Context: an optimization exercise on an open-source flow, tuned for a short achievable clock period and few clock cycles. The choices shown serve that exercise and are no tape-out recipe. Where RTL was checked, it was by simulation tests only, not by an equivalence proof against the original. Power figures rest on the tool's default switching activity, not on a simulated workload.

## gpu_core
module gpu_core(input          clk,
                input          rst,
                output         idle,
                input          start,
                input [15:0]   start_pc,
                input [255:0]  start_regs,
                output [15:0]  imem_addr,
                input [31:0]   imem_rdata,
                output         dmem_ren,
                output [15:0]  dmem_raddr,
                input [31:0]   dmem_rdata,
                output         dmem_wen,
                output [15:0]  dmem_waddr,
                output [31:0]  dmem_wdata,
                output         queue_wen,
                output [3:0]   queue_number,
                output [255:0] queue_regs);
   wire [511:0] r_flat;
   wire [3:0]   p_flat;
   wire         load_start;
   wire         e_wen, l_wen, p_wen;
   wire [3:0]   e_waddr, l_waddr;
   wire [31:0]  e_wdata, l_wdata;
   wire [1:0]   p_waddr;
   wire         p_wdata;
   regs curr_regs(.clk(clk), .rst(rst),
                  .load_start(load_start), .start_regs(start_regs),
                  .e_wen(e_wen), .e_waddr(e_waddr), .e_wdata(e_wdata),
                  .l_wen(l_wen), .l_waddr(l_waddr), .l_wdata(l_wdata),
                  .p_wen(p_wen), .p_waddr(p_waddr), .p_wdata(p_wdata),
                  .r_flat(r_flat), .p_flat(p_flat));
  ...
Settings: LEC_CHECK=0, CAP_MARGIN=20, CORE_MARGIN=2, CORE_UTILIZATION=40, SLEW_MARGIN=20, TNS_END_PERCENT=100; clock period 10.0 ns.
standard.sh (not shown) runs the stock make flow with config.mk's settings and CLKGATE_MAP_FILE= SYNTH_SCRIPT=/design/flow/synth_recipe.tcl, a recipe that flattens the netlist after the stock synthesis.
==> flow/flow/run.sh <==
#!/bin/bash
# Own flow: the standard layout (standard.sh) unchanged, except that
# - timing repair (floorplan, CTS and global-route repair_timing) aims for
#   extra setup slack, so the tools keep improving paths that already meet
#   the 10 ns clock (the constraints in constraint.sdc are the design's);
# - after global-route timing repair, slew and capacitance are repaired once
#   more (flow/post_grt.tcl), since that timing repair can overload drivers.
set -euo pipefail
export SETUP_SLACK_MARGIN=7
export POST_GLOBAL_ROUTE_TCL="$PWD/flow/post_grt.tcl"
bash standard.sh > standard_flow.log 2>&1
==> flow/flow/post_grt.tcl <==
# Repair max slew and max capacitance again after global-route timing repair,
# then legalize and re-route the nets that changed.
log_cmd global_route -start_incremental
repair_design_helper
log_cmd detailed_placement
log_cmd global_route -end_incremental
log_cmd estimate_parasitics -global_routing
report_check_types -max_slew -max_capacitance -violators
Testbench counts at the start, summed over its fixed seeds: cycles 30,679.
Then changed:
--- a/flow/design.v
+++ b/flow/design.v
@@ -250,30 +250,34 @@
                               (hd[D_PUSH] && !e_rd[3]));
    wire        d_go = !idle_q && qv[0] && !hd[D_HALT] && !haz;
    wire        x_ok = d_go && pred_ok;
    wire [31:0]   n_w = qv[1] ? qw[1] : imem_rdata;
    wire [DW-1:0] n_d = qv[1] ? qd[1] : in_d;
    wire          n_valid = (qv[1] || app) && (d_go || !qv[0]);
    wire [3:0]    n_a = n_w[23:20];
    wire          x_st = qv[0] && hd[D_STORE];
    wire          x_ldn = qv[0] && hd[D_LOAD] && !h_hoist_q;
    wire          x_wa = qv[0] && hd[D_WR] && hd[D_RD+3:D_RD] == n_a;
-   wire          g_wa = (e_lv || e_we || e_av) && e_rd == n_a || p_we && l_rd == n_a;
+   wire          g_wa = e_lv && e_rd == n_a;
    wire          hoist = !idle_q && n_valid && n_d[D_LOAD] && !x_st && !x_ldn && !x_wa && !g_wa;
    wire [3:0]    n_b = n_w[19:16];
    wire          x_wb = qv[0] && hd[D_WR] && hd[D_RD+3:D_RD] == n_b;
-   wire          g_wb = (e_lv || e_we || e_av) && e_rd == n_b || p_we && l_rd == n_b;
+   wire          g_wb = e_lv && e_rd == n_b;
    wire          mhoist = !idle_q && n_valid && n_d[D_MUL] && !x_wa && !g_wa && !x_wb && !g_wb;
    wire [31:0]   rf_nb = r_flat[32*n_b +: 32];
-   wire [15:0]   pf_b = rf_nb[15:0];
+   wire [15:0]   pf_b = (e_we && e_rd == n_b) ? e_res[15:0] :
+                        (e_av && e_rd == n_b) ? e_alt[15:0] :
+                        (p_we && l_rd == n_b) ? p_res[15:0] : rf_nb[15:0];
    wire [31:0]   rf_n = r_flat[32*n_a +: 32];
-   wire [15:0]   pf_a = rf_n[15:0];
+   wire [15:0]   pf_a = (e_we && e_rd == n_a) ? e_res[15:0] :
+                        (e_av && e_rd == n_a) ? e_alt[15:0] :
+                        (p_we && l_rd == n_a) ? p_res[15:0] : rf_n[15:0];
    reg         ren_q, wen_q, qwen_q;
    reg [15:0]  raddr_q, waddr_q;
    reg [31:0]  wdata_q;
    reg [3:0]   qnum_q;
    reg [255:0] qregs_q;      
    assign queue_regs = qregs_q;
    assign dmem_ren = ren_q;
    assign dmem_raddr = raddr_q;
    assign dmem_wen = wen_q;
    assign dmem_waddr = waddr_q;
The changed run finished clean. First-iteration DRC count rose by 16%. Routed wire length rose by about 16%. Core utilization rose by 2.2 points. Cell count rose by 11%. Via count rose by about 13%. Final area rose by 7.9%. Total power rose by about 3.6%. Synthesized area rose by 3.7%.
Testbench counts after the change, summed over its fixed seeds: cycles 30,564.

---

gpu_core, a different RTL version from the one above (not shown whole).
For scale: roughly 6600 cells after synthesis, ~0.073 mm² of cells after synthesis.
==> flow/config.mk <==
export PLATFORM = sky130hd
export DESIGN_NAME = gpu_core
export DESIGN_NICKNAME = gpu_core
export VERILOG_FILES = /design/flow/design.v
export SDC_FILE = /design/flow/constraint.sdc
export NUM_CORES = 4
export LEC_CHECK = 0
export CAP_MARGIN = 20
export CORE_MARGIN = 2
export CORE_UTILIZATION = 40
export SLEW_MARGIN = 20
export TNS_END_PERCENT = 100
==> flow/constraint.sdc <==
create_clock -name core_clock -period 10.0 [get_ports {clk}]
set_input_delay 2.0000 -clock core_clock [delete_from_list [all_inputs] [get_ports {clk}]]
set_output_delay 2.0000 -clock core_clock [all_outputs]
set_load 0.01 [all_outputs]
==> flow/flow/run.sh <==
#!/bin/bash
# Own flow: the standard layout (standard.sh) unchanged, except that timing
# repair (floorplan, CTS and global-route repair_timing) aims for extra setup
# slack, so the tools keep improving paths that already meet the 10 ns clock.
# The constraints (constraint.sdc) are the design's, unchanged.
set -euo pipefail
export SETUP_SLACK_MARGIN=7
bash standard.sh > standard_flow.log 2>&1
The starting point completed without violations.
==> next run, changes <==
--- a/flow/design.v
+++ b/flow/design.v
@@ -167,18 +167,19 @@
    reg [31:0]  e_a, e_b;
    reg [15:0]  e_k;
    reg [31:0]  s_a;
    reg [4:0]   s_k;
    reg         s_big;
    reg [15:0]  c_a, c_b;
    reg [15:0]  m_a, m_b;
    reg         e_add, e_sub, e_and, e_xor, e_or, e_nand, e_not, e_shr, e_shl, e_cnst;
-   reg         l_we, l_mul;
+   reg         w_we, l_we, l_mul;
    reg [3:0]   l_rd;
+   reg [31:0]  w_val;
    reg [15:0]  m0, m1, m2, m3;
    wire [31:0] add_r = e_a + e_b;
    wire [31:0] sub_r = e_a - e_b;
    wire [31:0] shr_r = s_big ? 32'd0 : (s_a >> s_k);
    wire [31:0] shl_r = s_big ? 32'd0 : (s_a << s_k);
    wire [31:0] e_res = ({32{e_add}} & add_r) |
                        ({32{e_sub}} & sub_r) |
                        ({32{e_and}} & (e_a & e_b)) |
@@ -190,33 +191,35 @@
                        ({32{e_shl}} & shl_r) |
                        ({32{e_cnst}} & {16'd0, e_k});
    wire        e_lt = (c_a[15] != c_b[15]) ? c_a[15] : (c_a[14:0] < c_b[14:0]);
    wire [15:0] c0, c1, c2, c3;
    mul_csa4 mul_e(m_a, m_b, c0, c1, c2, c3);
    wire [15:0] mul_y;
    mul_fin mul_l(m0, m1, m2, m3, mul_y);
    wire [31:0] l_res = l_mul ? {16'd0, mul_y} : dmem_rdata;
-   assign e_wen = e_we;
-   assign e_waddr = e_rd;
-   assign e_wdata = e_res;
+   wire        p_we = w_we | l_we;
+   wire [31:0] p_res = w_we ? w_val : l_res;
+   assign e_wen = w_we;
+   assign e_waddr = l_rd;
+   assign e_wdata = w_val;
    assign l_wen = l_we;
    assign l_waddr = l_rd;
    assign l_wdata = l_res;
    assign p_wen = e_pw;
    assign p_waddr = e_pidx;
    assign p_wdata = e_lt;
    wire [3:0] ra = hw[23:20];
    wire [3:0] rb = hw[19:16];
    wire [31:0] rf_a = r_flat[32*ra +: 32];
    wire [31:0] rf_b = r_flat[32*rb +: 32];
    wire [31:0] op_a = (e_we && e_rd == ra) ? e_res :
-                      (l_we && l_rd == ra) ? l_res : rf_a;
+                      (p_we && l_rd == ra) ? p_res : rf_a;
    wire [31:0] op_b = (e_we && e_rd == rb) ? e_res :
-                      (l_we && l_rd == rb) ? l_res : rf_b;
+                      (p_we && l_rd == rb) ? p_res : rf_b;
    wire [3:0]  p_eff;
    genvar      gp;
    generate
       for (gp = 0; gp < 4; gp = gp + 1) begin : gen_peff
          assign p_eff[gp] = (e_pw && e_pidx == gp) ? e_lt : p_flat[gp];
       end
    endgenerate
    wire        pred_ok = (hw[31:30] == 2'd0) || p_eff[hw[31:30]];
@@ -297,25 +300,27 @@
       end
    end
    always @(posedge clk) begin
       if (rst) begin
          e_we <= 1'b0;
          e_lv <= 1'b0;
          e_pw <= 1'b0;
          l_we <= 1'b0;
+         w_we <= 1'b0;
          ren_q <= 1'b0;
          wen_q <= 1'b0;
          qwen_q <= 1'b0;
       end
       else begin
          e_we <= x_ok && hd[D_WR] && !hd[D_LATE];
          e_lv <= x_ok && hd[D_LATE];
          e_pw <= x_ok && hd[D_CMP];
          l_we <= e_lv && !(go && !e_rd[3]);
+         w_we <= e_we && !(go && !e_rd[3]);
          ren_q <= x_ok && hd[D_LOAD];
          wen_q <= x_ok && hd[D_STORE];
          qwen_q <= x_ok && hd[D_PUSH];
       end
       e_rd <= hd[D_RD+3:D_RD];
       e_pidx <= hw[13:12];
       e_mul <= hd[D_MUL];
       e_a <= op_a;
@@ -340,33 +345,33 @@
       e_xor <= hd[D_XOR];
       e_or <= hd[D_OR];
       e_nand <= hd[D_NAND];
       e_not <= hd[D_NOT];
       e_shr <= hd[D_SHR];
       e_shl <= hd[D_SHL];
       e_cnst <= hd[D_CNST];
       l_rd <= e_rd;
+      w_val <= e_res;
       l_mul <= e_mul;
       m0 <= c0;
       m1 <= c1;
       m2 <= c2;
       m3 <= c3;
       if (hd[D_LOAD])
         raddr_q <= op_a[15:0];
       if (hd[D_STORE]) begin
          waddr_q <= op_b[15:0];
          wdata_q <= op_a;
       end
-      if (hd[D_PUSH]) begin
-         qnum_q <= hd[D_PUSHK] ? hw[3:0] : op_a[3:0];
-         for (i = 0; i < 8; i = i + 1)
-           qregs_q[32*(7-i) +: 32] <= (e_we && e_rd == i) ? e_res :
-                                      (l_we && l_rd == i) ? l_res : r_flat[32*i +: 32];
-      end
+      if (hd[D_PUSH])
+        qnum_q <= hd[D_PUSHK] ? hw[3:0] : op_a[3:0];
+      for (i = 0; i < 8; i = i + 1)
+        qregs_q[32*(7-i) +: 32] <= (e_we && e_rd == i) ? e_res :
+                                   (p_we && l_rd == i) ? p_res : r_flat[32*i +: 32];
    end
 endmodule
 module gpu_core(input          clk,
                 input          rst,
                 output         idle,
                 input          start,
                 input [15:0]   start_pc,
                 input [255:0]  start_regs,
What happened: This time the run completed and failed the layout checks on max-capacitance violations, max-slew violations; count of clock-buffer cells in the layout increases by 12; sequential power increases by 4.1%; wire length increases by 3.2%; total power decreases by about 6%; clock power increases by about 3%; final area decreases by about 0.8%; via count increases by about 5%; die area increases by 2.7%; core utilization decreases by 2.3 points; first-iteration DRC count increases by about 6.6%; clock skew decreases by 0.033 ns; synthesized area increases by 2.8%.
Testbench counts after the change, summed over its fixed seeds: cycles 31,284.
No functional check of the RTL was part of the first run of this note.

afterwards: timing with drivers on the ports:
Ports are ideal in the flow. The routed layouts listed here were re-timed in OpenROAD. Step 1 sets driving cells, clkbuf_16 on the clock port and buf_2 on the other inputs (assumed; they add their load-dependent delay and slew). Step 2, shift: input delay + t, output delay - t, t = (earliest + latest rising clock arrival at the registers) / 2. This alone moves slack from input paths to output paths. a / b / c = no drivers / after step 1 / after step 2; a / b = the first two.
run | t, ns | slack for setup (ns) | worst setup path at the end
the first run of note 1 | 0.971 | 6.255 / 6.333 / 5.362 | input to register
the second run of note 1 | 0.968 | 6.161 / 6.220 / 5.253 | input to register
the first run of note 2 | 0.899 | 6.124 / 6.033 / 5.474 | input to register
the second run of note 2 | 0.941 | 6.200 / 6.200 / 5.598 | input to register
The setup slack of the second run of note 1, which loses most, moves by +0.059 ns with the drivers and by -0.908 ns with both steps.
